Context: an optimization exercise on an open-source flow, tuned for small area and a short achievable clock period. The choices shown serve that exercise and are no tape-out recipe. RTL that was checked went through simulation tests only; none was proved equivalent to the original. Function not checked in runs 2 and 3: the RTL went through the layout flow alone.

==> flow/design.v, too long to show whole: its modules and the start of the top module <==
// module signed_Mult32_3_Y21_final_4: 6 lines
// module mult32_low: 941 lines
// module mult32_tree: 960 lines
// module mult32exact: 38 lines
// module ff_mult32appx: 61 lines
module ff_mult32appx(clk, aa, bb, yy1, yy2);
  // ...
==> flow/flow/run.sh <==
#!/bin/bash
# The standard layout (the standard.sh, unchanged synthesis and steps),
# with one change: the buffer on every input and output port is a
# sky130_fd_sc_hd__buf_4 instead of the buffer OpenROAD picks by default,
# which on this platform is a slow delay buffer (clkdlybuf4s50_1).
# All of standard.sh's output goes to standard.log here; ORFS keeps each
# step's full log under orfs/logs/.
set -euo pipefail
export BUFFER_PORTS_ARGS="-buffer_cell sky130_fd_sc_hd__buf_4"
bash standard.sh > standard.log 2>&1
==> flow/standard.sh <==
#!/bin/bash
# synth_recipe.tcl (not shown) runs the flow's synth.tcl, then flattens the netlist and writes it again
# the make line also repeats each setting of config.mk as NAME=value (left out here)
make -C /OpenROAD-flow-scripts/flow DESIGN_CONFIG=/design/flow/config.mk WORK_HOME=/design/flow/orfs CLKGATE_MAP_FILE= SYNTH_SCRIPT=/design/flow/synth_recipe.tcl "${@:-finish}"
==> flow/config.mk <==
export PLATFORM = sky130hd
export DESIGN_NAME = ff_mult32appx
export DESIGN_NICKNAME = ff_mult32appx
export VERILOG_FILES = /design/flow/design.v
export SDC_FILE = /design/flow/constraint.sdc
export NUM_CORES = 4
export LEC_CHECK = 0
export CAP_MARGIN = 20
export CORE_MARGIN = 2
export CORE_UTILIZATION = 45
export SETUP_SLACK_MARGIN = 4.0
export SLEW_MARGIN = 20
export TNS_END_PERCENT = 10
==> flow/constraint.sdc <==
create_clock -name core_clock -period 8.0 [get_ports {clk}]
set_input_delay 1.6000 -clock core_clock [delete_from_list [all_inputs] [get_ports {clk}]]
set_output_delay 1.6000 -clock core_clock [all_outputs]
set_load 0.01 [all_outputs]
==> impl_metrics.toml, run 1 <==
[status]
outcome = "timing/DRC/antenna clean"

[critical_path]
critPathLaunchType = "input port"
crit_top_cell = "fa_1"
slowest_stage = "fa_1"
cp.depth = 10

[placed_design]
dpl.cell_count = 4205
place_congestion = 0.901
dp_slack_ns = 2.15

[yosys]
syn_area_sq_mm = 0.0339
syn-instance-count = 3359
synth_adder_area_share_pct = 33.5
synth_common_cells = "503 x xnor2_1, 476 x inv_1, 474 x fa_1"
synthTopCellsByArea = "fa_1 28%, dfxtp_1 23%, xnor2_1 13%, a22oi_1 10%, ha_1 5.5%"
synth_most_common_cell = "xnor2_1"
synthDistinctLibCells = 54
synth.top_cell.area_share_pct = 28.0

[sta]
finalHoldViolations = 0
finClkSkew_ns = 0.0320

[grt]
grt_pass1_vias = 27054
grt_pass1_wl_mm = 170

[layout]
regMostFlops = "cs"
fin_cells = 4346
largest_class = "multi-input gates"
mostFrequentLayoutCells = "491 x xnor2_1, 464 x inv_1, 450 x fa_1, 358 x a22oi_1, 354 x dfxtp_1"
seq_share_pct = 20.2
syn_to_final_growth_pct = 15.6
flops_and_latches = 392
buffer_area_share_pct = 6.00
layout-drive-gt1-share_pct = 17.2
nNetsFinal = 4027
seqCellArea_sq_mm = 0.00793

[detailed_routing]
wl_met2_mm = 50.2
routed_wl_mm = 112
routed.top_layer = "met5"

[clock_network]
clk_latency_ns = 0.62
clk_pin_slew_ns = 0.06

[floorplanning]
taps = 969
dieHeight_microns = 279
ioPinCount = 193
==> module mult32exact, before the edit <==
module mult32exact(ylo, cl, s0, pp, bg, bp, y);
  input [23:0] ylo;
  input cl;
  input [39:0] s0;
  input [39:0] pp;
  input [5:0] bg;
  input [5:0] bp;
  output [63:0] y;
  wire xg0_1 = bg[0] | (bp[0] & cl);
  wire xp0_1 = bp[0] & 1'b0;
  wire xg0_2 = bg[1] | (bp[1] & bg[0]);
  wire xp0_2 = bp[1] & bp[0];
  wire xg0_3 = bg[2] | (bp[2] & bg[1]);
  wire xp0_3 = bp[2] & bp[1];
  wire xg0_4 = bg[3] | (bp[3] & bg[2]);
  wire xp0_4 = bp[3] & bp[2];
  wire xg0_5 = bg[4] | (bp[4] & bg[3]);
  wire xp0_5 = bp[4] & bp[3];
  wire xg1_2 = xg0_2 | (xp0_2 & cl);
  wire xp1_2 = xp0_2 & 1'b0;
  wire xg1_3 = xg0_3 | (xp0_3 & xg0_1);
  wire xp1_3 = xp0_3 & xp0_1;
  wire xg1_4 = xg0_4 | (xp0_4 & xg0_2);
  wire xp1_4 = xp0_4 & xp0_2;
  wire xg1_5 = xg0_5 | (xp0_5 & xg0_3);
  wire xp1_5 = xp0_5 & xp0_3;
  wire xg2_4 = xg1_4 | (xp1_4 & cl);
  wire xp2_4 = xp1_4 & 1'b0;
  wire xg2_5 = xg1_5 | (xp1_5 & xg0_1);
  wire xp2_5 = xp1_5 & xp0_1;
  assign y[23:0] = ylo;
  assign y[29:24] = s0[5:0] ^ ({6{cl}} & pp[5:0]);
  assign y[35:30] = s0[11:6] ^ ({6{xg0_1}} & pp[11:6]);
  assign y[42:36] = s0[18:12] ^ ({7{xg1_2}} & pp[18:12]);
  assign y[49:43] = s0[25:19] ^ ({7{xg1_3}} & pp[25:19]);
  assign y[56:50] = s0[32:26] ^ ({7{xg2_4}} & pp[32:26]);
  assign y[63:57] = s0[39:33] ^ ({7{xg2_5}} & pp[39:33]);
endmodule
==> module ff_mult32appx, before the edit <==
module ff_mult32appx(clk, aa, bb, yy1, yy2);
  input clk;
  input [31:0] aa;
  input [31:0] bb;
  output [63:0] yy1, yy2;
  wire [33:0] bx = {1'b0, bb, 1'b0};
  wire [16:0] e1_d, e2_d, en_d;
  genvar j;
  generate for (j = 0; j < 16; j = j + 1) begin : g_enc
    wire hi = bx[2*j+2], mi = bx[2*j+1], lo = bx[2*j];
    wire one = mi ^ lo, both = mi & lo;
    assign e1_d[j] = one;
    assign e2_d[j] = hi ? ~(one | both) : both;
    assign en_d[j] = hi;
  end endgenerate
  assign e1_d[16] = bb[31];
  assign e2_d[16] = 1'b0;
  assign en_d[16] = 1'b0;
  wire [208:0] cs_d;
  mult32_low u_low (.aa(aa), .bb(bb), .e1_d(e1_d[11:0]), .e2_d(e2_d[11:0]), .en_d(en_d), .cs(cs_d));
  reg [31:0] a1;
  reg [16:12] e1, e2, en;
  reg [208:0] cs;
  reg za, zb, b1one;
  always @(posedge clk) begin
    a1 <= aa;
    e1 <= e1_d[16:12];
    e2 <= e2_d[16:12];
    en <= en_d[16:12];
    cs <= cs_d;
    za <= ~|aa;
    zb <= ~|bb;
    b1one <= (bb == 32'd1);
  end
  wire [23:0] ylo_d;
  wire cl_d;
  wire [39:0] s0_d;
  wire [39:0] pp_d;
  wire [5:0] bg_d;
  wire [5:0] bp_d;
  mult32_tree u_tree (.a1(a1), .e1(e1), .e2(e2), .en(en), .cs(cs), .ylo(ylo_d), .cl(cl_d), .s0(s0_d), .pp(pp_d), .bg(bg_d), .bp(bp_d));
  wire [63:0] y1_d;
  signed_Mult32_3_Y21_final_4 u_appx (.a(a1), .zero(za | zb), .one(b1one), .y(y1_d));
  reg  [23:0] ylo;
  reg  cl;
  reg  [39:0] s0;
  reg  [39:0] pp;
  reg  [5:0] bg;
  reg  [5:0] bp;
  reg [63:0] yy1;
  always @(posedge clk) begin
    ylo <= ylo_d;
    cl <= cl_d;
    s0 <= s0_d;
    pp <= pp_d;
    bg <= bg_d;
    bp <= bp_d;
    yy1 <= y1_d;
  end
  mult32exact u_add (.ylo(ylo), .cl(cl), .s0(s0), .pp(pp), .bg(bg), .bp(bp), .y(yy2));
endmodule
==> run 2: changes to the inputs <==
--- a/flow/design.v
+++ b/flow/design.v
@@ -940,26 +940,24 @@
   wire s1093 = pp369 ^ pp401;
   wire c1094 = pp369 & pp401;
   wire s1095 = sb306 ^ pp338 ^ pp370;
   wire c1096 = (sb306 & pp338) | (sb306 & pp370) | (pp338 & pp370);
   wire s1097 = 1'b1 ^ pp339;
   wire c1098 = 1'b1 & pp339;
   assign cs = {sb544, sb510, sb476, sb442, sb408, pp407, pp406, sb374, pp405, pp373, c1098, pp404, pp372, sb340, c1096, s1097, pp403, pp371, s1095, c1092, c1094, pp402, c1090, s1091, c1088, s1093, c1086, s1089, s1087, c1084, s1085, c1082, s1083, c1080, s1081, c1078, c1076, s1079, s1077, c1074, c1072, s1075, s1073, c1070, s1071, c1068, c1066, s1069, s1067, c1064, s1065, c1062, s1063, c1060, s1061, c1058, s1059, c1056, s1057, c1054, c1052, s1055, s1053, c1050, s1051, c1048, s1049, c1046, s1047, c1044, s1045, c1042, s1043, c1040, s1041, c1038, s1039, c1036, s1037, s1035, c1034, c1032, s1033, s1031, c1030, c1028, s1029, c1026, s1027, c1024, s1025, s1023, c1022, c1020, s1021, s1019, c1018, c1016, s1017, s1015, c1014, c1012, s1013, s1011, c1010, c1008, s1009, s1007, c1006, c1004, s1005, s1003, c1002, c1000, s1001, s999, c998, c996, s997, s995, c994, c992, s993, c990, s991, c988, s989, c986, s987, c984, s985, c982, s983, c980, s981, c978, s979, c976, s977, c974, s975, c972, s973, c970, s971, c968, s969, c966, s967, c964, s965, s963, c962, c960, s961, s959, c958, c956, s957, c954, s955, c952, s953, c950, s951, c948, s949, c946, s947, c944, s945, c942, s943, c940, s941, s939, c936, c938, s935, c932, s937, c934, s931, s933, c930, pp9, s929, c928, pp8, pp72, s927, pp71, pp7, pp39, pp70, pp6, pp38, pp69, pp5, pp37, en_d[2], pp4, pp36, pp35, pp3, en_d[1], pp2, pp1, en_d[0]};
 endmodule
-module mult32_tree(a1, e1, e2, en, cs, ylo, cl, s0, pp, bg, bp);
+module mult32_tree(a1, e1, e2, en, cs, s0, pp, bg, bp);
   input [31:0] a1;
   input [16:12] e1, e2, en;
   input [208:0] cs;
-  output [23:0] ylo;
-  output cl;
-  output [39:0] s0;
-  output [39:0] pp;
-  output [5:0] bg;
-  output [5:0] bp;
+  output [63:0] s0;
+  output [63:0] pp;
+  output [7:0] bg;
+  output [7:0] bp;
   wire pp409 = ((e1[12] & a1[0])) ^ en[12];
   wire pp410 = ((e1[12] & a1[1]) | (e2[12] & a1[0])) ^ en[12];
   wire pp411 = ((e1[12] & a1[2]) | (e2[12] & a1[1])) ^ en[12];
   wire pp412 = ((e1[12] & a1[3]) | (e2[12] & a1[2])) ^ en[12];
   wire pp413 = ((e1[12] & a1[4]) | (e2[12] & a1[3])) ^ en[12];
   wire pp414 = ((e1[12] & a1[5]) | (e2[12] & a1[4])) ^ en[12];
   wire pp415 = ((e1[12] & a1[6]) | (e2[12] & a1[5])) ^ en[12];
   wire pp416 = ((e1[12] & a1[7]) | (e2[12] & a1[6])) ^ en[12];
@@ -1648,319 +1646,490 @@
   wire s1625 = c1388 ^ s1503 ^ c1502;
   wire c1626 = (c1388 & s1503) | (c1388 & c1502) | (s1503 & c1502);
   wire s1627 = pp575 ^ s1505 ^ c1504;
   wire c1628 = (pp575 & s1505) | (pp575 & c1504) | (s1505 & c1504);
   wire s1629 = cs[208] ^ pp576 ^ c1506;
   wire c1630 = (cs[208] & pp576) | (cs[208] & c1506) | (pp576 & c1506);
   wire [63:0] rs = {s1629, s1627, s1625, c1622, s1621, s1619, c1616, c1614, c1612, c1610, c1608, c1606, c1604, c1602, c1600, c1598, c1596, c1594, c1592, c1590, c1588, c1586, c1584, c1582, c1580, c1578, c1576, c1574, c1572, c1570, c1568, c1566, c1564, c1562, c1560, c1558, c1556, c1554, c1552, c1550, c1548, c1546, c1544, c1542, c1540, c1538, c1536, c1534, c1532, c1530, c1528, c1526, c1524, c1522, c1520, c1518, c1516, c1514, c1512, c1510, c1508, cs[5], cs[2], cs[0]};
   wire [63:0] rc = {c1628, c1626, c1624, s1623, c1620, c1618, s1617, s1615, s1613, s1611, s1609, s1607, s1605, s1603, s1601, s1599, s1597, s1595, s1593, s1591, s1589, s1587, s1585, s1583, s1581, s1579, s1577, s1575, s1573, s1571, s1569, s1567, s1565, s1563, s1561, s1559, s1557, s1555, s1553, s1551, s1549, s1547, s1545, s1543, s1541, s1539, s1537, s1535, s1533, s1531, s1529, s1527, s1525, s1523, s1521, s1519, s1517, s1515, s1513, s1511, s1509, s1507, 1'b0, cs[1]};
-  assign {cl, ylo} = {1'b0, rs[23:0]} + {1'b0, rc[23:0]};
   wire [63:0] g = rs & rc;
   wire [63:0] p = rs ^ rc;
-  wire b0_g0_1 = g[25] | (p[25] & g[24]);
-  wire b0_p0_1 = p[25] & p[24];
-  wire b0_g0_2 = g[26] | (p[26] & g[25]);
-  wire b0_p0_2 = p[26] & p[25];
-  wire b0_g0_3 = g[27] | (p[27] & g[26]);
-  wire b0_p0_3 = p[27] & p[26];
-  wire b0_g0_4 = g[28] | (p[28] & g[27]);
-  wire b0_p0_4 = p[28] & p[27];
-  wire b0_g0_5 = g[29] | (p[29] & g[28]);
-  wire b0_p0_5 = p[29] & p[28];
-  wire b0_g1_2 = b0_g0_2 | (b0_p0_2 & g[24]);
-  wire b0_p1_2 = b0_p0_2 & p[24];
+  wire b0_g0_1 = g[1] | (p[1] & g[0]);
+  wire b0_p0_1 = p[1] & p[0];
+  wire b0_g0_2 = g[2] | (p[2] & g[1]);
+  wire b0_p0_2 = p[2] & p[1];
+  wire b0_g0_3 = g[3] | (p[3] & g[2]);
+  wire b0_p0_3 = p[3] & p[2];
+  wire b0_g0_4 = g[4] | (p[4] & g[3]);
+  wire b0_p0_4 = p[4] & p[3];
+  wire b0_g0_5 = g[5] | (p[5] & g[4]);
+  wire b0_p0_5 = p[5] & p[4];
+  wire b0_g0_6 = g[6] | (p[6] & g[5]);
+  wire b0_p0_6 = p[6] & p[5];
+  wire b0_g0_7 = g[7] | (p[7] & g[6]);
+  wire b0_p0_7 = p[7] & p[6];
+  wire b0_g1_2 = b0_g0_2 | (b0_p0_2 & g[0]);
+  wire b0_p1_2 = b0_p0_2 & p[0];
   wire b0_g1_3 = b0_g0_3 | (b0_p0_3 & b0_g0_1);
   wire b0_p1_3 = b0_p0_3 & b0_p0_1;
   wire b0_g1_4 = b0_g0_4 | (b0_p0_4 & b0_g0_2);
   wire b0_p1_4 = b0_p0_4 & b0_p0_2;
   wire b0_g1_5 = b0_g0_5 | (b0_p0_5 & b0_g0_3);
   wire b0_p1_5 = b0_p0_5 & b0_p0_3;
-  wire b0_g2_4 = b0_g1_4 | (b0_p1_4 & g[24]);
-  wire b0_p2_4 = b0_p1_4 & p[24];
+  wire b0_g1_6 = b0_g0_6 | (b0_p0_6 & b0_g0_4);
+  wire b0_p1_6 = b0_p0_6 & b0_p0_4;
+  wire b0_g1_7 = b0_g0_7 | (b0_p0_7 & b0_g0_5);
+  wire b0_p1_7 = b0_p0_7 & b0_p0_5;
+  wire b0_g2_4 = b0_g1_4 | (b0_p1_4 & g[0]);
+  wire b0_p2_4 = b0_p1_4 & p[0];
   wire b0_g2_5 = b0_g1_5 | (b0_p1_5 & b0_g0_1);
   wire b0_p2_5 = b0_p1_5 & b0_p0_1;
-  assign s0[0] = p[24];
+  wire b0_g2_6 = b0_g1_6 | (b0_p1_6 & b0_g1_2);
+  wire b0_p2_6 = b0_p1_6 & b0_p1_2;
+  wire b0_g2_7 = b0_g1_7 | (b0_p1_7 & b0_g1_3);
+  wire b0_p2_7 = b0_p1_7 & b0_p1_3;
+  assign s0[0] = p[0];
   assign pp[0] = 1'b1;
-  assign s0[1] = p[25] ^ g[24];
-  assign pp[1] = p[24];
-  assign s0[2] = p[26] ^ b0_g0_1;
+  assign s0[1] = p[1] ^ g[0];
+  assign pp[1] = p[0];
+  assign s0[2] = p[2] ^ b0_g0_1;
   assign pp[2] = b0_p0_1;
-  assign s0[3] = p[27] ^ b0_g1_2;
+  assign s0[3] = p[3] ^ b0_g1_2;
   assign pp[3] = b0_p1_2;
-  assign s0[4] = p[28] ^ b0_g1_3;
+  assign s0[4] = p[4] ^ b0_g1_3;
   assign pp[4] = b0_p1_3;
-  assign s0[5] = p[29] ^ b0_g2_4;
+  assign s0[5] = p[5] ^ b0_g2_4;
   assign pp[5] = b0_p2_4;
-  assign bg[0] = b0_g2_5;
-  assign bp[0] = b0_p2_5;
-  wire b1_g0_1 = g[31] | (p[31] & g[30]);
-  wire b1_p0_1 = p[31] & p[30];
-  wire b1_g0_2 = g[32] | (p[32] & g[31]);
-  wire b1_p0_2 = p[32] & p[31];
-  wire b1_g0_3 = g[33] | (p[33] & g[32]);
-  wire b1_p0_3 = p[33] & p[32];
-  wire b1_g0_4 = g[34] | (p[34] & g[33]);
-  wire b1_p0_4 = p[34] & p[33];
-  wire b1_g0_5 = g[35] | (p[35] & g[34]);
-  wire b1_p0_5 = p[35] & p[34];
-  wire b1_g1_2 = b1_g0_2 | (b1_p0_2 & g[30]);
-  wire b1_p1_2 = b1_p0_2 & p[30];
+  assign s0[6] = p[6] ^ b0_g2_5;
+  assign pp[6] = b0_p2_5;
+  assign s0[7] = p[7] ^ b0_g2_6;
+  assign pp[7] = b0_p2_6;
+  assign bg[0] = b0_g2_7;
+  assign bp[0] = b0_p2_7;
+  wire b1_g0_1 = g[9] | (p[9] & g[8]);
+  wire b1_p0_1 = p[9] & p[8];
+  wire b1_g0_2 = g[10] | (p[10] & g[9]);
+  wire b1_p0_2 = p[10] & p[9];
+  wire b1_g0_3 = g[11] | (p[11] & g[10]);
+  wire b1_p0_3 = p[11] & p[10];
+  wire b1_g0_4 = g[12] | (p[12] & g[11]);
+  wire b1_p0_4 = p[12] & p[11];
+  wire b1_g0_5 = g[13] | (p[13] & g[12]);
+  wire b1_p0_5 = p[13] & p[12];
+  wire b1_g0_6 = g[14] | (p[14] & g[13]);
+  wire b1_p0_6 = p[14] & p[13];
+  wire b1_g0_7 = g[15] | (p[15] & g[14]);
+  wire b1_p0_7 = p[15] & p[14];
+  wire b1_g1_2 = b1_g0_2 | (b1_p0_2 & g[8]);
+  wire b1_p1_2 = b1_p0_2 & p[8];
   wire b1_g1_3 = b1_g0_3 | (b1_p0_3 & b1_g0_1);
   wire b1_p1_3 = b1_p0_3 & b1_p0_1;
   wire b1_g1_4 = b1_g0_4 | (b1_p0_4 & b1_g0_2);
   wire b1_p1_4 = b1_p0_4 & b1_p0_2;
   wire b1_g1_5 = b1_g0_5 | (b1_p0_5 & b1_g0_3);
   wire b1_p1_5 = b1_p0_5 & b1_p0_3;
-  wire b1_g2_4 = b1_g1_4 | (b1_p1_4 & g[30]);
-  wire b1_p2_4 = b1_p1_4 & p[30];
+  wire b1_g1_6 = b1_g0_6 | (b1_p0_6 & b1_g0_4);
+  wire b1_p1_6 = b1_p0_6 & b1_p0_4;
+  wire b1_g1_7 = b1_g0_7 | (b1_p0_7 & b1_g0_5);
+  wire b1_p1_7 = b1_p0_7 & b1_p0_5;
+  wire b1_g2_4 = b1_g1_4 | (b1_p1_4 & g[8]);
+  wire b1_p2_4 = b1_p1_4 & p[8];
   wire b1_g2_5 = b1_g1_5 | (b1_p1_5 & b1_g0_1);
   wire b1_p2_5 = b1_p1_5 & b1_p0_1;
-  assign s0[6] = p[30];
-  assign pp[6] = 1'b1;
-  assign s0[7] = p[31] ^ g[30];
-  assign pp[7] = p[30];
-  assign s0[8] = p[32] ^ b1_g0_1;
-  assign pp[8] = b1_p0_1;
-  assign s0[9] = p[33] ^ b1_g1_2;
-  assign pp[9] = b1_p1_2;
-  assign s0[10] = p[34] ^ b1_g1_3;
-  assign pp[10] = b1_p1_3;
-  assign s0[11] = p[35] ^ b1_g2_4;
-  assign pp[11] = b1_p2_4;
-  assign bg[1] = b1_g2_5;
-  assign bp[1] = b1_p2_5;
-  wire b2_g0_1 = g[37] | (p[37] & g[36]);
-  wire b2_p0_1 = p[37] & p[36];
-  wire b2_g0_2 = g[38] | (p[38] & g[37]);
-  wire b2_p0_2 = p[38] & p[37];
-  wire b2_g0_3 = g[39] | (p[39] & g[38]);
-  wire b2_p0_3 = p[39] & p[38];
-  wire b2_g0_4 = g[40] | (p[40] & g[39]);
-  wire b2_p0_4 = p[40] & p[39];
-  wire b2_g0_5 = g[41] | (p[41] & g[40]);
-  wire b2_p0_5 = p[41] & p[40];
-  wire b2_g0_6 = g[42] | (p[42] & g[41]);
-  wire b2_p0_6 = p[42] & p[41];
-  wire b2_g1_2 = b2_g0_2 | (b2_p0_2 & g[36]);
-  wire b2_p1_2 = b2_p0_2 & p[36];
+  wire b1_g2_6 = b1_g1_6 | (b1_p1_6 & b1_g1_2);
+  wire b1_p2_6 = b1_p1_6 & b1_p1_2;
+  wire b1_g2_7 = b1_g1_7 | (b1_p1_7 & b1_g1_3);
+  wire b1_p2_7 = b1_p1_7 & b1_p1_3;
+  assign s0[8] = p[8];
+  assign pp[8] = 1'b1;
+  assign s0[9] = p[9] ^ g[8];
+  assign pp[9] = p[8];
+  assign s0[10] = p[10] ^ b1_g0_1;
+  assign pp[10] = b1_p0_1;
+  assign s0[11] = p[11] ^ b1_g1_2;
+  assign pp[11] = b1_p1_2;
+  assign s0[12] = p[12] ^ b1_g1_3;
+  assign pp[12] = b1_p1_3;
+  assign s0[13] = p[13] ^ b1_g2_4;
+  assign pp[13] = b1_p2_4;
+  assign s0[14] = p[14] ^ b1_g2_5;
+  assign pp[14] = b1_p2_5;
+  assign s0[15] = p[15] ^ b1_g2_6;
+  assign pp[15] = b1_p2_6;
+  assign bg[1] = b1_g2_7;
+  assign bp[1] = b1_p2_7;
+  wire b2_g0_1 = g[17] | (p[17] & g[16]);
+  wire b2_p0_1 = p[17] & p[16];
+  wire b2_g0_2 = g[18] | (p[18] & g[17]);
+  wire b2_p0_2 = p[18] & p[17];
+  wire b2_g0_3 = g[19] | (p[19] & g[18]);
+  wire b2_p0_3 = p[19] & p[18];
+  wire b2_g0_4 = g[20] | (p[20] & g[19]);
+  wire b2_p0_4 = p[20] & p[19];
+  wire b2_g0_5 = g[21] | (p[21] & g[20]);
+  wire b2_p0_5 = p[21] & p[20];
+  wire b2_g0_6 = g[22] | (p[22] & g[21]);
+  wire b2_p0_6 = p[22] & p[21];
+  wire b2_g0_7 = g[23] | (p[23] & g[22]);
+  wire b2_p0_7 = p[23] & p[22];
+  wire b2_g1_2 = b2_g0_2 | (b2_p0_2 & g[16]);
+  wire b2_p1_2 = b2_p0_2 & p[16];
   wire b2_g1_3 = b2_g0_3 | (b2_p0_3 & b2_g0_1);
   wire b2_p1_3 = b2_p0_3 & b2_p0_1;
   wire b2_g1_4 = b2_g0_4 | (b2_p0_4 & b2_g0_2);
   wire b2_p1_4 = b2_p0_4 & b2_p0_2;
   wire b2_g1_5 = b2_g0_5 | (b2_p0_5 & b2_g0_3);
   wire b2_p1_5 = b2_p0_5 & b2_p0_3;
   wire b2_g1_6 = b2_g0_6 | (b2_p0_6 & b2_g0_4);
   wire b2_p1_6 = b2_p0_6 & b2_p0_4;
-  wire b2_g2_4 = b2_g1_4 | (b2_p1_4 & g[36]);
-  wire b2_p2_4 = b2_p1_4 & p[36];
+  wire b2_g1_7 = b2_g0_7 | (b2_p0_7 & b2_g0_5);
+  wire b2_p1_7 = b2_p0_7 & b2_p0_5;
+  wire b2_g2_4 = b2_g1_4 | (b2_p1_4 & g[16]);
+  wire b2_p2_4 = b2_p1_4 & p[16];
   wire b2_g2_5 = b2_g1_5 | (b2_p1_5 & b2_g0_1);
   wire b2_p2_5 = b2_p1_5 & b2_p0_1;
   wire b2_g2_6 = b2_g1_6 | (b2_p1_6 & b2_g1_2);
   wire b2_p2_6 = b2_p1_6 & b2_p1_2;
-  assign s0[12] = p[36];
-  assign pp[12] = 1'b1;
-  assign s0[13] = p[37] ^ g[36];
-  assign pp[13] = p[36];
-  assign s0[14] = p[38] ^ b2_g0_1;
-  assign pp[14] = b2_p0_1;
-  assign s0[15] = p[39] ^ b2_g1_2;
-  assign pp[15] = b2_p1_2;
-  assign s0[16] = p[40] ^ b2_g1_3;
-  assign pp[16] = b2_p1_3;
-  assign s0[17] = p[41] ^ b2_g2_4;
-  assign pp[17] = b2_p2_4;
-  assign s0[18] = p[42] ^ b2_g2_5;
-  assign pp[18] = b2_p2_5;
-  assign bg[2] = b2_g2_6;
-  assign bp[2] = b2_p2_6;
-  wire b3_g0_1 = g[44] | (p[44] & g[43]);
-  wire b3_p0_1 = p[44] & p[43];
-  wire b3_g0_2 = g[45] | (p[45] & g[44]);
-  wire b3_p0_2 = p[45] & p[44];
-  wire b3_g0_3 = g[46] | (p[46] & g[45]);
-  wire b3_p0_3 = p[46] & p[45];
-  wire b3_g0_4 = g[47] | (p[47] & g[46]);
-  wire b3_p0_4 = p[47] & p[46];
-  wire b3_g0_5 = g[48] | (p[48] & g[47]);
-  wire b3_p0_5 = p[48] & p[47];
-  wire b3_g0_6 = g[49] | (p[49] & g[48]);
-  wire b3_p0_6 = p[49] & p[48];
-  wire b3_g1_2 = b3_g0_2 | (b3_p0_2 & g[43]);
-  wire b3_p1_2 = b3_p0_2 & p[43];
+  wire b2_g2_7 = b2_g1_7 | (b2_p1_7 & b2_g1_3);
+  wire b2_p2_7 = b2_p1_7 & b2_p1_3;
+  assign s0[16] = p[16];
+  assign pp[16] = 1'b1;
+  assign s0[17] = p[17] ^ g[16];
+  assign pp[17] = p[16];
+  assign s0[18] = p[18] ^ b2_g0_1;
+  assign pp[18] = b2_p0_1;
+  assign s0[19] = p[19] ^ b2_g1_2;
+  assign pp[19] = b2_p1_2;
+  assign s0[20] = p[20] ^ b2_g1_3;
+  assign pp[20] = b2_p1_3;
+  assign s0[21] = p[21] ^ b2_g2_4;
+  assign pp[21] = b2_p2_4;
+  assign s0[22] = p[22] ^ b2_g2_5;
+  assign pp[22] = b2_p2_5;
+  assign s0[23] = p[23] ^ b2_g2_6;
+  assign pp[23] = b2_p2_6;
+  assign bg[2] = b2_g2_7;
+  assign bp[2] = b2_p2_7;
+  wire b3_g0_1 = g[25] | (p[25] & g[24]);
+  wire b3_p0_1 = p[25] & p[24];
+  wire b3_g0_2 = g[26] | (p[26] & g[25]);
+  wire b3_p0_2 = p[26] & p[25];
+  wire b3_g0_3 = g[27] | (p[27] & g[26]);
+  wire b3_p0_3 = p[27] & p[26];
+  wire b3_g0_4 = g[28] | (p[28] & g[27]);
+  wire b3_p0_4 = p[28] & p[27];
+  wire b3_g0_5 = g[29] | (p[29] & g[28]);
+  wire b3_p0_5 = p[29] & p[28];
+  wire b3_g0_6 = g[30] | (p[30] & g[29]);
+  wire b3_p0_6 = p[30] & p[29];
+  wire b3_g0_7 = g[31] | (p[31] & g[30]);
+  wire b3_p0_7 = p[31] & p[30];
+  wire b3_g1_2 = b3_g0_2 | (b3_p0_2 & g[24]);
+  wire b3_p1_2 = b3_p0_2 & p[24];
   wire b3_g1_3 = b3_g0_3 | (b3_p0_3 & b3_g0_1);
   wire b3_p1_3 = b3_p0_3 & b3_p0_1;
   wire b3_g1_4 = b3_g0_4 | (b3_p0_4 & b3_g0_2);
   wire b3_p1_4 = b3_p0_4 & b3_p0_2;
   wire b3_g1_5 = b3_g0_5 | (b3_p0_5 & b3_g0_3);
   wire b3_p1_5 = b3_p0_5 & b3_p0_3;
   wire b3_g1_6 = b3_g0_6 | (b3_p0_6 & b3_g0_4);
   wire b3_p1_6 = b3_p0_6 & b3_p0_4;
-  wire b3_g2_4 = b3_g1_4 | (b3_p1_4 & g[43]);
-  wire b3_p2_4 = b3_p1_4 & p[43];
+  wire b3_g1_7 = b3_g0_7 | (b3_p0_7 & b3_g0_5);
+  wire b3_p1_7 = b3_p0_7 & b3_p0_5;
+  wire b3_g2_4 = b3_g1_4 | (b3_p1_4 & g[24]);
+  wire b3_p2_4 = b3_p1_4 & p[24];
   wire b3_g2_5 = b3_g1_5 | (b3_p1_5 & b3_g0_1);
   wire b3_p2_5 = b3_p1_5 & b3_p0_1;
   wire b3_g2_6 = b3_g1_6 | (b3_p1_6 & b3_g1_2);
   wire b3_p2_6 = b3_p1_6 & b3_p1_2;
-  assign s0[19] = p[43];
-  assign pp[19] = 1'b1;
-  assign s0[20] = p[44] ^ g[43];
-  assign pp[20] = p[43];
-  assign s0[21] = p[45] ^ b3_g0_1;
-  assign pp[21] = b3_p0_1;
-  assign s0[22] = p[46] ^ b3_g1_2;
-  assign pp[22] = b3_p1_2;
-  assign s0[23] = p[47] ^ b3_g1_3;
-  assign pp[23] = b3_p1_3;
-  assign s0[24] = p[48] ^ b3_g2_4;
-  assign pp[24] = b3_p2_4;
-  assign s0[25] = p[49] ^ b3_g2_5;
-  assign pp[25] = b3_p2_5;
-  assign bg[3] = b3_g2_6;
-  assign bp[3] = b3_p2_6;
-  wire b4_g0_1 = g[51] | (p[51] & g[50]);
-  wire b4_p0_1 = p[51] & p[50];
-  wire b4_g0_2 = g[52] | (p[52] & g[51]);
-  wire b4_p0_2 = p[52] & p[51];
-  wire b4_g0_3 = g[53] | (p[53] & g[52]);
-  wire b4_p0_3 = p[53] & p[52];
-  wire b4_g0_4 = g[54] | (p[54] & g[53]);
-  wire b4_p0_4 = p[54] & p[53];
-  wire b4_g0_5 = g[55] | (p[55] & g[54]);
-  wire b4_p0_5 = p[55] & p[54];
-  wire b4_g0_6 = g[56] | (p[56] & g[55]);
-  wire b4_p0_6 = p[56] & p[55];
-  wire b4_g1_2 = b4_g0_2 | (b4_p0_2 & g[50]);
-  wire b4_p1_2 = b4_p0_2 & p[50];
+  wire b3_g2_7 = b3_g1_7 | (b3_p1_7 & b3_g1_3);
+  wire b3_p2_7 = b3_p1_7 & b3_p1_3;
+  assign s0[24] = p[24];
+  assign pp[24] = 1'b1;
+  assign s0[25] = p[25] ^ g[24];
+  assign pp[25] = p[24];
+  assign s0[26] = p[26] ^ b3_g0_1;
+  assign pp[26] = b3_p0_1;
+  assign s0[27] = p[27] ^ b3_g1_2;
+  assign pp[27] = b3_p1_2;
+  assign s0[28] = p[28] ^ b3_g1_3;
+  assign pp[28] = b3_p1_3;
+  assign s0[29] = p[29] ^ b3_g2_4;
+  assign pp[29] = b3_p2_4;
+  assign s0[30] = p[30] ^ b3_g2_5;
+  assign pp[30] = b3_p2_5;
+  assign s0[31] = p[31] ^ b3_g2_6;
+  assign pp[31] = b3_p2_6;
+  assign bg[3] = b3_g2_7;
+  assign bp[3] = b3_p2_7;
+  wire b4_g0_1 = g[33] | (p[33] & g[32]);
+  wire b4_p0_1 = p[33] & p[32];
+  wire b4_g0_2 = g[34] | (p[34] & g[33]);
+  wire b4_p0_2 = p[34] & p[33];
+  wire b4_g0_3 = g[35] | (p[35] & g[34]);
+  wire b4_p0_3 = p[35] & p[34];
+  wire b4_g0_4 = g[36] | (p[36] & g[35]);
+  wire b4_p0_4 = p[36] & p[35];
+  wire b4_g0_5 = g[37] | (p[37] & g[36]);
+  wire b4_p0_5 = p[37] & p[36];
+  wire b4_g0_6 = g[38] | (p[38] & g[37]);
+  wire b4_p0_6 = p[38] & p[37];
+  wire b4_g0_7 = g[39] | (p[39] & g[38]);
+  wire b4_p0_7 = p[39] & p[38];
+  wire b4_g1_2 = b4_g0_2 | (b4_p0_2 & g[32]);
+  wire b4_p1_2 = b4_p0_2 & p[32];
   wire b4_g1_3 = b4_g0_3 | (b4_p0_3 & b4_g0_1);
   wire b4_p1_3 = b4_p0_3 & b4_p0_1;
   wire b4_g1_4 = b4_g0_4 | (b4_p0_4 & b4_g0_2);
   wire b4_p1_4 = b4_p0_4 & b4_p0_2;
   wire b4_g1_5 = b4_g0_5 | (b4_p0_5 & b4_g0_3);
   wire b4_p1_5 = b4_p0_5 & b4_p0_3;
   wire b4_g1_6 = b4_g0_6 | (b4_p0_6 & b4_g0_4);
   wire b4_p1_6 = b4_p0_6 & b4_p0_4;
-  wire b4_g2_4 = b4_g1_4 | (b4_p1_4 & g[50]);
-  wire b4_p2_4 = b4_p1_4 & p[50];
+  wire b4_g1_7 = b4_g0_7 | (b4_p0_7 & b4_g0_5);
+  wire b4_p1_7 = b4_p0_7 & b4_p0_5;
+  wire b4_g2_4 = b4_g1_4 | (b4_p1_4 & g[32]);
+  wire b4_p2_4 = b4_p1_4 & p[32];
   wire b4_g2_5 = b4_g1_5 | (b4_p1_5 & b4_g0_1);
   wire b4_p2_5 = b4_p1_5 & b4_p0_1;
   wire b4_g2_6 = b4_g1_6 | (b4_p1_6 & b4_g1_2);
   wire b4_p2_6 = b4_p1_6 & b4_p1_2;
-  assign s0[26] = p[50];
-  assign pp[26] = 1'b1;
-  assign s0[27] = p[51] ^ g[50];
-  assign pp[27] = p[50];
-  assign s0[28] = p[52] ^ b4_g0_1;
-  assign pp[28] = b4_p0_1;
-  assign s0[29] = p[53] ^ b4_g1_2;
-  assign pp[29] = b4_p1_2;
-  assign s0[30] = p[54] ^ b4_g1_3;
-  assign pp[30] = b4_p1_3;
-  assign s0[31] = p[55] ^ b4_g2_4;
-  assign pp[31] = b4_p2_4;
-  assign s0[32] = p[56] ^ b4_g2_5;
-  assign pp[32] = b4_p2_5;
-  assign bg[4] = b4_g2_6;
-  assign bp[4] = b4_p2_6;
-  wire b5_g0_1 = g[58] | (p[58] & g[57]);
-  wire b5_p0_1 = p[58] & p[57];
-  wire b5_g0_2 = g[59] | (p[59] & g[58]);
-  wire b5_p0_2 = p[59] & p[58];
-  wire b5_g0_3 = g[60] | (p[60] & g[59]);
-  wire b5_p0_3 = p[60] & p[59];
-  wire b5_g0_4 = g[61] | (p[61] & g[60]);
-  wire b5_p0_4 = p[61] & p[60];
-  wire b5_g0_5 = g[62] | (p[62] & g[61]);
-  wire b5_p0_5 = p[62] & p[61];
-  wire b5_g0_6 = g[63] | (p[63] & g[62]);
-  wire b5_p0_6 = p[63] & p[62];
-  wire b5_g1_2 = b5_g0_2 | (b5_p0_2 & g[57]);
-  wire b5_p1_2 = b5_p0_2 & p[57];
+  wire b4_g2_7 = b4_g1_7 | (b4_p1_7 & b4_g1_3);
+  wire b4_p2_7 = b4_p1_7 & b4_p1_3;
+  assign s0[32] = p[32];
+  assign pp[32] = 1'b1;
+  assign s0[33] = p[33] ^ g[32];
+  assign pp[33] = p[32];
+  assign s0[34] = p[34] ^ b4_g0_1;
+  assign pp[34] = b4_p0_1;
+  assign s0[35] = p[35] ^ b4_g1_2;
+  assign pp[35] = b4_p1_2;
+  assign s0[36] = p[36] ^ b4_g1_3;
+  assign pp[36] = b4_p1_3;
+  assign s0[37] = p[37] ^ b4_g2_4;
+  assign pp[37] = b4_p2_4;
+  assign s0[38] = p[38] ^ b4_g2_5;
+  assign pp[38] = b4_p2_5;
+  assign s0[39] = p[39] ^ b4_g2_6;
+  assign pp[39] = b4_p2_6;
+  assign bg[4] = b4_g2_7;
+  assign bp[4] = b4_p2_7;
+  wire b5_g0_1 = g[41] | (p[41] & g[40]);
+  wire b5_p0_1 = p[41] & p[40];
+  wire b5_g0_2 = g[42] | (p[42] & g[41]);
+  wire b5_p0_2 = p[42] & p[41];
+  wire b5_g0_3 = g[43] | (p[43] & g[42]);
+  wire b5_p0_3 = p[43] & p[42];
+  wire b5_g0_4 = g[44] | (p[44] & g[43]);
+  wire b5_p0_4 = p[44] & p[43];
+  wire b5_g0_5 = g[45] | (p[45] & g[44]);
+  wire b5_p0_5 = p[45] & p[44];
+  wire b5_g0_6 = g[46] | (p[46] & g[45]);
+  wire b5_p0_6 = p[46] & p[45];
+  wire b5_g0_7 = g[47] | (p[47] & g[46]);
+  wire b5_p0_7 = p[47] & p[46];
+  wire b5_g1_2 = b5_g0_2 | (b5_p0_2 & g[40]);
+  wire b5_p1_2 = b5_p0_2 & p[40];
   wire b5_g1_3 = b5_g0_3 | (b5_p0_3 & b5_g0_1);
   wire b5_p1_3 = b5_p0_3 & b5_p0_1;
   wire b5_g1_4 = b5_g0_4 | (b5_p0_4 & b5_g0_2);
   wire b5_p1_4 = b5_p0_4 & b5_p0_2;
   wire b5_g1_5 = b5_g0_5 | (b5_p0_5 & b5_g0_3);
   wire b5_p1_5 = b5_p0_5 & b5_p0_3;
   wire b5_g1_6 = b5_g0_6 | (b5_p0_6 & b5_g0_4);
   wire b5_p1_6 = b5_p0_6 & b5_p0_4;
-  wire b5_g2_4 = b5_g1_4 | (b5_p1_4 & g[57]);
-  wire b5_p2_4 = b5_p1_4 & p[57];
+  wire b5_g1_7 = b5_g0_7 | (b5_p0_7 & b5_g0_5);
+  wire b5_p1_7 = b5_p0_7 & b5_p0_5;
+  wire b5_g2_4 = b5_g1_4 | (b5_p1_4 & g[40]);
+  wire b5_p2_4 = b5_p1_4 & p[40];
   wire b5_g2_5 = b5_g1_5 | (b5_p1_5 & b5_g0_1);
   wire b5_p2_5 = b5_p1_5 & b5_p0_1;
   wire b5_g2_6 = b5_g1_6 | (b5_p1_6 & b5_g1_2);
   wire b5_p2_6 = b5_p1_6 & b5_p1_2;
-  assign s0[33] = p[57];
-  assign pp[33] = 1'b1;
-  assign s0[34] = p[58] ^ g[57];
-  assign pp[34] = p[57];
-  assign s0[35] = p[59] ^ b5_g0_1;
-  assign pp[35] = b5_p0_1;
-  assign s0[36] = p[60] ^ b5_g1_2;
-  assign pp[36] = b5_p1_2;
-  assign s0[37] = p[61] ^ b5_g1_3;
-  assign pp[37] = b5_p1_3;
-  assign s0[38] = p[62] ^ b5_g2_4;
-  assign pp[38] = b5_p2_4;
-  assign s0[39] = p[63] ^ b5_g2_5;
-  assign pp[39] = b5_p2_5;
-  assign bg[5] = b5_g2_6;
-  assign bp[5] = b5_p2_6;
+  wire b5_g2_7 = b5_g1_7 | (b5_p1_7 & b5_g1_3);
+  wire b5_p2_7 = b5_p1_7 & b5_p1_3;
+  assign s0[40] = p[40];
+  assign pp[40] = 1'b1;
+  assign s0[41] = p[41] ^ g[40];
+  assign pp[41] = p[40];
+  assign s0[42] = p[42] ^ b5_g0_1;
+  assign pp[42] = b5_p0_1;
+  assign s0[43] = p[43] ^ b5_g1_2;
+  assign pp[43] = b5_p1_2;
+  assign s0[44] = p[44] ^ b5_g1_3;
+  assign pp[44] = b5_p1_3;
+  assign s0[45] = p[45] ^ b5_g2_4;
+  assign pp[45] = b5_p2_4;
+  assign s0[46] = p[46] ^ b5_g2_5;
+  assign pp[46] = b5_p2_5;
+  assign s0[47] = p[47] ^ b5_g2_6;
+  assign pp[47] = b5_p2_6;
+  assign bg[5] = b5_g2_7;
+  assign bp[5] = b5_p2_7;
+  wire b6_g0_1 = g[49] | (p[49] & g[48]);
+  wire b6_p0_1 = p[49] & p[48];
+  wire b6_g0_2 = g[50] | (p[50] & g[49]);
+  wire b6_p0_2 = p[50] & p[49];
+  wire b6_g0_3 = g[51] | (p[51] & g[50]);
+  wire b6_p0_3 = p[51] & p[50];
+  wire b6_g0_4 = g[52] | (p[52] & g[51]);
+  wire b6_p0_4 = p[52] & p[51];
+  wire b6_g0_5 = g[53] | (p[53] & g[52]);
+  wire b6_p0_5 = p[53] & p[52];
+  wire b6_g0_6 = g[54] | (p[54] & g[53]);
+  wire b6_p0_6 = p[54] & p[53];
+  wire b6_g0_7 = g[55] | (p[55] & g[54]);
+  wire b6_p0_7 = p[55] & p[54];
+  wire b6_g1_2 = b6_g0_2 | (b6_p0_2 & g[48]);
+  wire b6_p1_2 = b6_p0_2 & p[48];
+  wire b6_g1_3 = b6_g0_3 | (b6_p0_3 & b6_g0_1);
+  wire b6_p1_3 = b6_p0_3 & b6_p0_1;
+  wire b6_g1_4 = b6_g0_4 | (b6_p0_4 & b6_g0_2);
+  wire b6_p1_4 = b6_p0_4 & b6_p0_2;
+  wire b6_g1_5 = b6_g0_5 | (b6_p0_5 & b6_g0_3);
+  wire b6_p1_5 = b6_p0_5 & b6_p0_3;
+  wire b6_g1_6 = b6_g0_6 | (b6_p0_6 & b6_g0_4);
+  wire b6_p1_6 = b6_p0_6 & b6_p0_4;
+  wire b6_g1_7 = b6_g0_7 | (b6_p0_7 & b6_g0_5);
+  wire b6_p1_7 = b6_p0_7 & b6_p0_5;
+  wire b6_g2_4 = b6_g1_4 | (b6_p1_4 & g[48]);
+  wire b6_p2_4 = b6_p1_4 & p[48];
+  wire b6_g2_5 = b6_g1_5 | (b6_p1_5 & b6_g0_1);
+  wire b6_p2_5 = b6_p1_5 & b6_p0_1;
+  wire b6_g2_6 = b6_g1_6 | (b6_p1_6 & b6_g1_2);
+  wire b6_p2_6 = b6_p1_6 & b6_p1_2;
+  wire b6_g2_7 = b6_g1_7 | (b6_p1_7 & b6_g1_3);
+  wire b6_p2_7 = b6_p1_7 & b6_p1_3;
+  assign s0[48] = p[48];
+  assign pp[48] = 1'b1;
+  assign s0[49] = p[49] ^ g[48];
+  assign pp[49] = p[48];
+  assign s0[50] = p[50] ^ b6_g0_1;
+  assign pp[50] = b6_p0_1;
+  assign s0[51] = p[51] ^ b6_g1_2;
+  assign pp[51] = b6_p1_2;
+  assign s0[52] = p[52] ^ b6_g1_3;
+  assign pp[52] = b6_p1_3;
+  assign s0[53] = p[53] ^ b6_g2_4;
+  assign pp[53] = b6_p2_4;
+  assign s0[54] = p[54] ^ b6_g2_5;
+  assign pp[54] = b6_p2_5;
+  assign s0[55] = p[55] ^ b6_g2_6;
+  assign pp[55] = b6_p2_6;
+  assign bg[6] = b6_g2_7;
+  assign bp[6] = b6_p2_7;
+  wire b7_g0_1 = g[57] | (p[57] & g[56]);
+  wire b7_p0_1 = p[57] & p[56];
+  wire b7_g0_2 = g[58] | (p[58] & g[57]);
+  wire b7_p0_2 = p[58] & p[57];
+  wire b7_g0_3 = g[59] | (p[59] & g[58]);
+  wire b7_p0_3 = p[59] & p[58];
+  wire b7_g0_4 = g[60] | (p[60] & g[59]);
+  wire b7_p0_4 = p[60] & p[59];
+  wire b7_g0_5 = g[61] | (p[61] & g[60]);
+  wire b7_p0_5 = p[61] & p[60];
+  wire b7_g0_6 = g[62] | (p[62] & g[61]);
+  wire b7_p0_6 = p[62] & p[61];
+  wire b7_g0_7 = g[63] | (p[63] & g[62]);
+  wire b7_p0_7 = p[63] & p[62];
+  wire b7_g1_2 = b7_g0_2 | (b7_p0_2 & g[56]);
+  wire b7_p1_2 = b7_p0_2 & p[56];
+  wire b7_g1_3 = b7_g0_3 | (b7_p0_3 & b7_g0_1);
+  wire b7_p1_3 = b7_p0_3 & b7_p0_1;
+  wire b7_g1_4 = b7_g0_4 | (b7_p0_4 & b7_g0_2);
+  wire b7_p1_4 = b7_p0_4 & b7_p0_2;
+  wire b7_g1_5 = b7_g0_5 | (b7_p0_5 & b7_g0_3);
+  wire b7_p1_5 = b7_p0_5 & b7_p0_3;
+  wire b7_g1_6 = b7_g0_6 | (b7_p0_6 & b7_g0_4);
+  wire b7_p1_6 = b7_p0_6 & b7_p0_4;
+  wire b7_g1_7 = b7_g0_7 | (b7_p0_7 & b7_g0_5);
+  wire b7_p1_7 = b7_p0_7 & b7_p0_5;
+  wire b7_g2_4 = b7_g1_4 | (b7_p1_4 & g[56]);
+  wire b7_p2_4 = b7_p1_4 & p[56];
+  wire b7_g2_5 = b7_g1_5 | (b7_p1_5 & b7_g0_1);
+  wire b7_p2_5 = b7_p1_5 & b7_p0_1;
+  wire b7_g2_6 = b7_g1_6 | (b7_p1_6 & b7_g1_2);
+  wire b7_p2_6 = b7_p1_6 & b7_p1_2;
+  wire b7_g2_7 = b7_g1_7 | (b7_p1_7 & b7_g1_3);
+  wire b7_p2_7 = b7_p1_7 & b7_p1_3;
+  assign s0[56] = p[56];
+  assign pp[56] = 1'b1;
+  assign s0[57] = p[57] ^ g[56];
+  assign pp[57] = p[56];
+  assign s0[58] = p[58] ^ b7_g0_1;
+  assign pp[58] = b7_p0_1;
+  assign s0[59] = p[59] ^ b7_g1_2;
+  assign pp[59] = b7_p1_2;
+  assign s0[60] = p[60] ^ b7_g1_3;
+  assign pp[60] = b7_p1_3;
+  assign s0[61] = p[61] ^ b7_g2_4;
+  assign pp[61] = b7_p2_4;
+  assign s0[62] = p[62] ^ b7_g2_5;
+  assign pp[62] = b7_p2_5;
+  assign s0[63] = p[63] ^ b7_g2_6;
+  assign pp[63] = b7_p2_6;
+  assign bg[7] = b7_g2_7;
+  assign bp[7] = b7_p2_7;
 endmodule
-module mult32exact(ylo, cl, s0, pp, bg, bp, y);
-  input [23:0] ylo;
-  input cl;
-  input [39:0] s0;
-  input [39:0] pp;
-  input [5:0] bg;
-  input [5:0] bp;
+module mult32exact(s0, pp, bg, bp, y);
+  input [63:0] s0;
+  input [63:0] pp;
+  input [7:0] bg;
+  input [7:0] bp;
   output [63:0] y;
-  wire xg0_1 = bg[0] | (bp[0] & cl);
-  wire xp0_1 = bp[0] & 1'b0;
-  wire xg0_2 = bg[1] | (bp[1] & bg[0]);
-  wire xp0_2 = bp[1] & bp[0];
-  wire xg0_3 = bg[2] | (bp[2] & bg[1]);
-  wire xp0_3 = bp[2] & bp[1];
-  wire xg0_4 = bg[3] | (bp[3] & bg[2]);
-  wire xp0_4 = bp[3] & bp[2];
-  wire xg0_5 = bg[4] | (bp[4] & bg[3]);
-  wire xp0_5 = bp[4] & bp[3];
-  wire xg1_2 = xg0_2 | (xp0_2 & cl);
-  wire xp1_2 = xp0_2 & 1'b0;
+  wire xg0_1 = bg[1] | (bp[1] & bg[0]);
+  wire xp0_1 = bp[1] & bp[0];
+  wire xg0_2 = bg[2] | (bp[2] & bg[1]);
+  wire xp0_2 = bp[2] & bp[1];
+  wire xg0_3 = bg[3] | (bp[3] & bg[2]);
+  wire xp0_3 = bp[3] & bp[2];
+  wire xg0_4 = bg[4] | (bp[4] & bg[3]);
+  wire xp0_4 = bp[4] & bp[3];
+  wire xg0_5 = bg[5] | (bp[5] & bg[4]);
+  wire xp0_5 = bp[5] & bp[4];
+  wire xg0_6 = bg[6] | (bp[6] & bg[5]);
+  wire xp0_6 = bp[6] & bp[5];
+  wire xg1_2 = xg0_2 | (xp0_2 & bg[0]);
+  wire xp1_2 = xp0_2 & bp[0];
   wire xg1_3 = xg0_3 | (xp0_3 & xg0_1);
   wire xp1_3 = xp0_3 & xp0_1;
   wire xg1_4 = xg0_4 | (xp0_4 & xg0_2);
   wire xp1_4 = xp0_4 & xp0_2;
   wire xg1_5 = xg0_5 | (xp0_5 & xg0_3);
   wire xp1_5 = xp0_5 & xp0_3;
-  wire xg2_4 = xg1_4 | (xp1_4 & cl);
-  wire xp2_4 = xp1_4 & 1'b0;
+  wire xg1_6 = xg0_6 | (xp0_6 & xg0_4);
+  wire xp1_6 = xp0_6 & xp0_4;
+  wire xg2_4 = xg1_4 | (xp1_4 & bg[0]);
+  wire xp2_4 = xp1_4 & bp[0];
   wire xg2_5 = xg1_5 | (xp1_5 & xg0_1);
   wire xp2_5 = xp1_5 & xp0_1;
-  assign y[23:0] = ylo;
-  assign y[29:24] = s0[5:0] ^ ({6{cl}} & pp[5:0]);
-  assign y[35:30] = s0[11:6] ^ ({6{xg0_1}} & pp[11:6]);
-  assign y[42:36] = s0[18:12] ^ ({7{xg1_2}} & pp[18:12]);
-  assign y[49:43] = s0[25:19] ^ ({7{xg1_3}} & pp[25:19]);
-  assign y[56:50] = s0[32:26] ^ ({7{xg2_4}} & pp[32:26]);
-  assign y[63:57] = s0[39:33] ^ ({7{xg2_5}} & pp[39:33]);
+  wire xg2_6 = xg1_6 | (xp1_6 & xg1_2);
+  wire xp2_6 = xp1_6 & xp1_2;
+  assign y[7:0] = s0[7:0] ^ ({8{1'b0}} & pp[7:0]);
+  assign y[15:8] = s0[15:8] ^ ({8{bg[0]}} & pp[15:8]);
+  assign y[23:16] = s0[23:16] ^ ({8{xg0_1}} & pp[23:16]);
+  assign y[31:24] = s0[31:24] ^ ({8{xg1_2}} & pp[31:24]);
+  assign y[39:32] = s0[39:32] ^ ({8{xg1_3}} & pp[39:32]);
+  assign y[47:40] = s0[47:40] ^ ({8{xg2_4}} & pp[47:40]);
+  assign y[55:48] = s0[55:48] ^ ({8{xg2_5}} & pp[55:48]);
+  assign y[63:56] = s0[63:56] ^ ({8{xg2_6}} & pp[63:56]);
 endmodule
 module ff_mult32appx(clk, aa, bb, yy1, yy2);
   input clk;
   input [31:0] aa;
   input [31:0] bb;
   output [63:0] yy1, yy2;
   wire [33:0] bx = {1'b0, bb, 1'b0};
   wire [16:0] e1_d, e2_d, en_d;
   genvar j;
   generate for (j = 0; j < 16; j = j + 1) begin : g_enc
     wire hi = bx[2*j+2], mi = bx[2*j+1], lo = bx[2*j];
-    wire one = mi ^ lo, both = mi & lo;
-    assign e1_d[j] = one;
-    assign e2_d[j] = hi ? ~(one | both) : both;
+    assign e1_d[j] = mi ^ lo;
+    assign e2_d[j] = (hi & ~mi & ~lo) | (~hi & mi & lo);
     assign en_d[j] = hi;
   end endgenerate
   assign e1_d[16] = bb[31];
   assign e2_d[16] = 1'b0;
   assign en_d[16] = 1'b0;
   wire [208:0] cs_d;
   mult32_low u_low (.aa(aa), .bb(bb), .e1_d(e1_d[11:0]), .e2_d(e2_d[11:0]), .en_d(en_d), .cs(cs_d));
   reg [31:0] a1;
@@ -1972,35 +2141,29 @@
     e1 <= e1_d[16:12];
     e2 <= e2_d[16:12];
     en <= en_d[16:12];
     cs <= cs_d;
     za <= ~|aa;
     zb <= ~|bb;
     b1one <= (bb == 32'd1);
   end
-  wire [23:0] ylo_d;
-  wire cl_d;
-  wire [39:0] s0_d;
-  wire [39:0] pp_d;
-  wire [5:0] bg_d;
-  wire [5:0] bp_d;
-  mult32_tree u_tree (.a1(a1), .e1(e1), .e2(e2), .en(en), .cs(cs), .ylo(ylo_d), .cl(cl_d), .s0(s0_d), .pp(pp_d), .bg(bg_d), .bp(bp_d));
+  wire [63:0] s0_d;
+  wire [63:0] pp_d;
+  wire [7:0] bg_d;
+  wire [7:0] bp_d;
+  mult32_tree u_tree (.a1(a1), .e1(e1), .e2(e2), .en(en), .cs(cs), .s0(s0_d), .pp(pp_d), .bg(bg_d), .bp(bp_d));
   wire [63:0] y1_d;
   signed_Mult32_3_Y21_final_4 u_appx (.a(a1), .zero(za | zb), .one(b1one), .y(y1_d));
-  reg  [23:0] ylo;
-  reg  cl;
-  reg  [39:0] s0;
-  reg  [39:0] pp;
-  reg  [5:0] bg;
-  reg  [5:0] bp;
+  reg  [63:0] s0;
+  reg  [63:0] pp;
+  reg  [7:0] bg;
+  reg  [7:0] bp;
   reg [63:0] yy1;
   always @(posedge clk) begin
-    ylo <= ylo_d;
-    cl <= cl_d;
     s0 <= s0_d;
     pp <= pp_d;
     bg <= bg_d;
     bp <= bp_d;
     yy1 <= y1_d;
   end
-  mult32exact u_add (.ylo(ylo), .cl(cl), .s0(s0), .pp(pp), .bg(bg), .bp(bp), .y(yy2));
+  mult32exact u_add (.s0(s0), .pp(pp), .bg(bg), .bp(bp), .y(yy2));
 endmodule
==> flow/run.sh (new file) <==
#!/bin/bash
# synth_recipe.tcl (not shown) runs the flow's synth.tcl, then flattens the netlist and writes it again
# the make line also repeats each setting of config.mk as NAME=value (left out here)
make -C /OpenROAD-flow-scripts/flow DESIGN_CONFIG=/design/flow/config.mk WORK_HOME=/design/flow/orfs CLKGATE_MAP_FILE= SYNTH_SCRIPT=/design/flow/synth_recipe.tcl finish
==> flow/config.mk (replaced) <==
export PLATFORM = sky130hd
export DESIGN_NAME = ff_mult32appx
export DESIGN_NICKNAME = ff_mult32appx
export VERILOG_FILES = /design/flow/design.v
export SDC_FILE = /design/flow/constraint.sdc
export NUM_CORES = 4
export LEC_CHECK = 0
export CAP_MARGIN = 20
export CORE_MARGIN = 2
export CORE_UTILIZATION = 40
export SETUP_SLACK_MARGIN = 4.0
export SLEW_MARGIN = 20
export TNS_END_PERCENT = 10
removed: flow/flow/run.sh
removed: flow/standard.sh
==> run 2 against run 1 <==
  * Largest cell class unchanged
  * Sequential cell count is 16 higher
  * Maximum frequency is 0.55% higher
  * Cell area is 22% higher
  * Critical path depth is 3 lower
  * Highest routed layer unchanged
==> impl_metrics.toml, run 2 <==
[status]
outcome = "timing/DRC/antenna clean"

[critical_path]
path_cells = "a21o_4, a2111o_2, a31o_4, buf_12, nand2_4, xnor2_1, buf_2"
crit_arrival_ns = 2.71
critPathCaptureType = "output pin"
cp.required_ns = 6.40
slowest_stage = "a2111o_2"
critPathLaunchType = "flop"
crit_type = "reg -> out"
cp.depth = 7
slowest_delay_ns = 0.65
cp.buffers_inverters = 2
cp_top_family = "compound AO/OA/AOI/OAI gates"
rr_worst_depth = 16
crit_fanout = 4

[worst_hold_path]
whs_path_depth = 1
worstHoldPathType = "reg -> reg"

[grt]
track_usage_pct = 28.0
busiest_layer = "met2"
use_met2_pct = 41.0
use_met3_pct = 6.42
grt_pass1_vias = 34923
grt_use_met1_pct = 40.6
antenna_found_initial = 5
grt_pass1_wl_mm = 230
overflow = 0
grt_max_degree = 92

[layout]
mostFrequentLayoutCell = "nand2_1"
regMostFlops = "cs"
reg_top3 = "cs: 209 flops, s0: 64 flops, pp: 42 flops"
mostFrequentLayoutCells = "481 x nand2_1, 458 x fa_1, 456 x inv_1, 453 x a21oi_1, 365 x dfxtp_1"
syn_to_final_growth_pct = 14.0
multi_input_area_sq_mm = 0.0306
seqCellArea_sq_mm = 0.00826
fillerInstances = 10021
layout-drive-gt1-share_pct = 11.9
final_util_pct = 46.1
nNetsFinal = 5550
largest_register_ffs = 209

[sta]
maxSlewHeadroom_pct = 36.7
drv_slew = 0
finalCriticalPeriod_ns = 4.31
rsz0062_at_grt = "true"
finClkSkew_ns = 0.0339
setup-tns-final_ns = 0
fmax_ghz = 0.232
tightest_slew_ns = 0.947
fin_crit_sh_pct = 53.9
finalHoldViolations = 0
final-setup-viol-count = 0

[placed_design]
place_congestion = 0.961
port_buffers = 161
dpl.hpwl_mm = 106

[yosys]
ys.flop_type = "dfxtp_1"
yosysSeqAreaShare_pct = 19.4
async_flop_share_pct = 0
ys_ff_latch = 408
yosys.area.top_type = "fa_1"
syn-instance-count = 5089
syn_area_sq_mm = 0.0421
synth_edf_count = 0
synthDistinctLibCells = 59
syn_area_per_cell_sq_um = 8.26
synth.top_cell.area_share_pct = 22.6
synth_common_cells = "491 x nand2_1, 475 x fa_1, 468 x a21oi_1"
synth_most_common_cell = "nand2_1"
synthTopCellsByArea = "fa_1 23%, dfxtp_1 19%, a21oi_1 5.6%, a22oi_1 4.4%, nand2_1 4.4%"
ys_warn_count = 1

[floorplanning]
rows = 118
die_x_microns = 328
dieHeight_microns = 328
dieArea_sq_mm = 0.108
start_util_pct = 40.5
ioPinCount = 193
core_sq_mm = 0.104

[clock_network]
hold_buffers = 0
cts_buffers = 48
clk_pin_slew_ns = 0.06
cts_tree = "done"
h-tree-depth = 2
clock-root-buffer = "clkbuf_16"
clk_path_buf_depth = 3
clock_sinks = 408
clk_latency_ns = 0.63

[detailed_routing]
ant_nets = 0
drtIter0Drc = 4817
routed_wl_mm = 156
viasPerCell = 6.06
post_drt_wl_per_cell_microns = 24.8
vias = 38210
drcViolationCount = 0
drtPass1Iterations = 6

[job]
maxCapViolations = 0
[run 2: cell families after synthesis]
group | Yosys count | share of synthesized area [%]
xor+xnor | 287 | 5.98
simple gates | 1022 | 11.0
other cells | 1 | 0.00892
mux | 1 | 0.0238
buf+inv | 1100 | 10.3
fa+ha+maj | 737 | 29.6
compound gates | 1533 | 23.7
flops | 408 | 19.4
[run 2: per-layer routing]
metal  wire, microns  vias up
li1                -    16867
met1           64800    18644
met5              13        -
met3           19800      301
met2           66000     2396
met4            5660        2
[run 2: worst paths after layout]
kind	start	endpoint	slack [ns]
worst max-delay path	bg[0]	yy2[62]	3.69
worst min-delay path	cs[1]	s0[0]	0.44
worst max register to register	e1[12]	bg[4]	3.76
worst min register to register	cs[1]	s0[0]	0.44
[run 2: area by class of cell]
class,count,share of cell area [%]
Antenna cell,3,0.0157
Clock buffer,64,2.82
Clock inverter,23,0.804
Inverter,471,3.79
Multi-Input combinational cell,3614,63.9
Sequential cell,408,17.2
Tap cell,1380,3.60
Timing Repair Buffer,345,7.86
Timing Repair inverter,1,0.0104
[run 2: per-stage QoR]
stage	instance area (sq um)	setup slack (ns)	hold slack (ns)	cells
after floorplan	43500	3.93	0.420	5119
after global placement	43900	2.19	0.429	6135
after detailed placement	43900	2.16	0.438	6135
after CTS	47200	3.66	0.452	6279
after global routing	47900	3.60	0.455	6309
final	47900	3.69	0.442	6309
[run 2: what timing repair did]
action                                  4_1_cts  5_1_grt
gates cloned                                 14        7
endpoints found under the hold margin         0        0
resized for setup                           347      107
endpoints found under the setup margin      241      151
pin swaps                                    44       21
buffers inserted                             43       20
==> run 3: changes to the inputs <==
--- a/flow/design.v
+++ b/flow/design.v
@@ -2125,4 +2125,5 @@
     wire hi = bx[2*j+2], mi = bx[2*j+1], lo = bx[2*j];
-    assign e1_d[j] = mi ^ lo;
-    assign e2_d[j] = (hi & ~mi & ~lo) | (~hi & mi & lo);
+    wire one = mi ^ lo, both = mi & lo;
+    assign e1_d[j] = one;
+    assign e2_d[j] = hi ? ~(one | both) : both;
     assign en_d[j] = hi;
==> flow/flow/run.sh (new file) <==
#!/bin/bash
# The standard layout (the standard.sh, unchanged synthesis and steps),
# with one change: the buffer on every input and output port is a
# sky130_fd_sc_hd__buf_4 instead of the buffer OpenROAD picks by default,
# which on this platform is a slow delay buffer (clkdlybuf4s50_1).
# All of standard.sh's output goes to standard.log here; ORFS keeps each
# step's full log under orfs/logs/.
set -euo pipefail
export BUFFER_PORTS_ARGS="-buffer_cell sky130_fd_sc_hd__buf_4"
bash standard.sh > standard.log 2>&1
==> flow/standard.sh (new file) <==
#!/bin/bash
# synth_recipe.tcl (not shown) runs the flow's synth.tcl, then flattens the netlist and writes it again
# the make line also repeats each setting of config.mk as NAME=value (left out here)
make -C /OpenROAD-flow-scripts/flow DESIGN_CONFIG=/design/flow/config.mk WORK_HOME=/design/flow/orfs CLKGATE_MAP_FILE= SYNTH_SCRIPT=/design/flow/synth_recipe.tcl "${@:-finish}"
removed: flow/run.sh
==> run 3 against run 2 <==
  * Synthesized cell count fell by 33%
  * Clock-buffer cell count rose by 3
  * Register-to-register slack improved by 0.02 ns
  * Sequential share of layout area rose by 3.5 points
  * Hold slack improved by 0.011 ns
  * Critical path depth rose by 8
  * Global-route usage fell by 2.9 points
  * Critical path type is now reg -> reg
==> impl_metrics.toml, run 3 <==
[critical_path]
regToRegStartpoint = "e2[0]"
critPathCaptureType = "flop"
cp.required_ns = 8.54
r2r_slack_ns = 3.78
r2r_end = "s0[54]"
slowest_delay_ns = 0.50
crit_fanout = 6
crit_top_cell = "fa_2"
crit_arrival_ns = 4.76
crit_type = "reg -> reg"

[grt]
grt_max_degree = 49
track_usage_pct = 25.1
grt_pass1_vias = 26140

[layout]
nNetsFinal = 4088
layout-drive-gt1-share_pct = 17.6
largest_register_ffs = 209
mostFrequentLayoutCell = "xnor2_1"
design_area_sq_mm = 0.0399
regMostFlops = "cs"
fin_cells = 4579

[clock_network]
clk_latency_ns = 0.61
clk_pin_slew_ns = 0.06
cts_tree = "done"
clk_path_buf_depth = 3
clock_sinks = 408

[placed_design]
dpl.hpwl_mm = 75.1
dpl.cell_count = 4432

[detailed_routing]
routed_wl_mm = 112
drtPass1Iterations = 6
ant_nets = 0

[yosys]
synthTopCellsByArea = "fa_1 28%, dfxtp_1 24%, xnor2_1 13%, a22oi_1 10%, ha_1 5.5%"
synth_edf_count = 0
synth.top_cell.area_share_pct = 27.6
syn_area_per_cell_sq_um = 10.1
synthDistinctLibCells = 54
ys_warn_count = 1

[sta]
rsz0062_at_grt = "true"
fin_crit_sh_pct = 52.7
holdWs_ns = 0.453
finClkSkew_ns = 0.0320
fmax_ghz = 0.237
drv_slew = 0

[status]
outcome = "timing/DRC/antenna clean"

[floorplanning]
dieHeight_microns = 298
dieArea_sq_mm = 0.0885
rows = 107
start_util_pct = 40.4

[worst_hold_path]
worstHoldPathType = "reg -> reg"
## run 3: changes by cell type after synthesis, moves of 141 or more
| cell | change |
|---|---|
| a21oi_1 | -423 |
| nand2_1 | -356 |
| xnor2_1 | +327 |
| a22oi_1 | +215 |
| clkbuf_1 | -204 |
| o22ai_1 | -200 |
| nor2_1 | -190 |
| o21ai_0 | -162 |
| maj3_1 | -141 |
## run 3: worst min path at each step
stage	from	endpoint	slack, ns	cells past startpoint
after floorplan	cs[1]	s0[0]	0.42	1
after global placement	cs[0]	s0[0]	0.45	1
after detailed placement	cs[0]	s0[0]	0.45	1
after CTS	cs[0]	s0[0]	0.46	1
after global routing	cs[0]	s0[0]	0.48	1
final	cs[0]	s0[0]	0.45	1
## run 3: area by class of cell
cell class	count	area (sq um)	share of cell area [%]
clock buffer	67	1370	3.44
antenna	1	2.50	0.00627
inverter	474	1860	4.66
timing repair buffer	235	2340	5.87
tap	1144	1430	3.59
sequential	408	8280	20.7
multi-input combinational	2230	24400	61.1
clock inverter	20	248	0.621
## run 3: what timing repair did
item	in CTS	in global routing
gates resized for setup	223	56
pin swaps	60	58
setup buffers	42	4
setup endpoints to repair	218	94
hold buffers	0	0
cloned	13	0
hold endpoints to repair	0	0
## run 3: cells by family (layout without fill, tap and decap cells)
kind of cell | Yosys count | after routing | synth area share (%)
and+or+nand+nor | 328 | 328 | 4.67
adders and majority gates | 626 | 626 | 33.1
xor gates and xnor gates | 583 | 583 | 14.8
other | 1 | 32 | 0.0109
DFF | 408 | 408 | 23.7
muxes | 17 | 23 | 0.606
AOI/OAI and AO/OA | 639 | 639 | 13.5
buffers and inverters | 813 | 796 | 9.61
## run 3: critical path: cells and delay by family (launching register included)
kind | cells | cell delay [ns]
buf+inv | 3 | 0.27
xor+xnor | 2 | 0.31
fa+ha+maj | 5 | 2.20
simple gates | 1 | 0.14
compound gates | 4 | 0.83
flops | 1 | 0.38
## run 3: through the flow
stage | util, % | setup WS (ns)
floorplan | - | 3.61
global placement | 42.7 | 2.45
detailed placement | 42.7 | 2.37
CTS | 46.5 | 3.74
global route | 46.8 | 3.68
finish | 46.8 | 3.78
## run 3: per-layer routing
metal,GRT usage [%],wire length [microns],up-vias
li1,-,-,10941
met1,34.3,46500,12718
met2,38.8,49600,1411
met3,5.24,11000,327
met4,10.3,4920,4
met5,0,21,-

[static timing again, ports no longer ideal]
The flow's constraints put no driver on any port. The routed layouts listed below were extracted and timed again, unchanged, in two steps. Step 1, drivers: a clkbuf_16 drives clk and a buf_2 each remaining input, both assumed. Step 2 adds t to the input delays and takes it off the output delays; t is the mean of the earliest and latest rising clock arrival at the registers after step 1. Input paths then give back, and output paths get back, about the clock's delay inside the block. Slacks: ideal ports / drivers / drivers and shift; pairs: ideal ports / drivers.
run | shift t [ns] | slack for setup (ns) | clock arrival spread, ns | slew at the worst register clock pin (ns) | worst slew at a driven data input, ns
run 1 | 0.667 | 3.666 / 3.668 / 3.001 | 0.040 / 0.039 | 0.06 / 0.06 | 0.17
run 2 | 0.682 | 3.689 / 3.621 / 3.123 | 0.041 / 0.041 | 0.08 / 0.08 | 0.12
run 3 | 0.665 | 3.781 / 3.781 / 3.156 | 0.037 / 0.036 | 0.06 / 0.06 | 0.17
After both steps setup and hold are still met in every run listed. The setup slack of run 1, which loses most, moves by +0.002 ns with the drivers and by -0.665 ns with both steps.
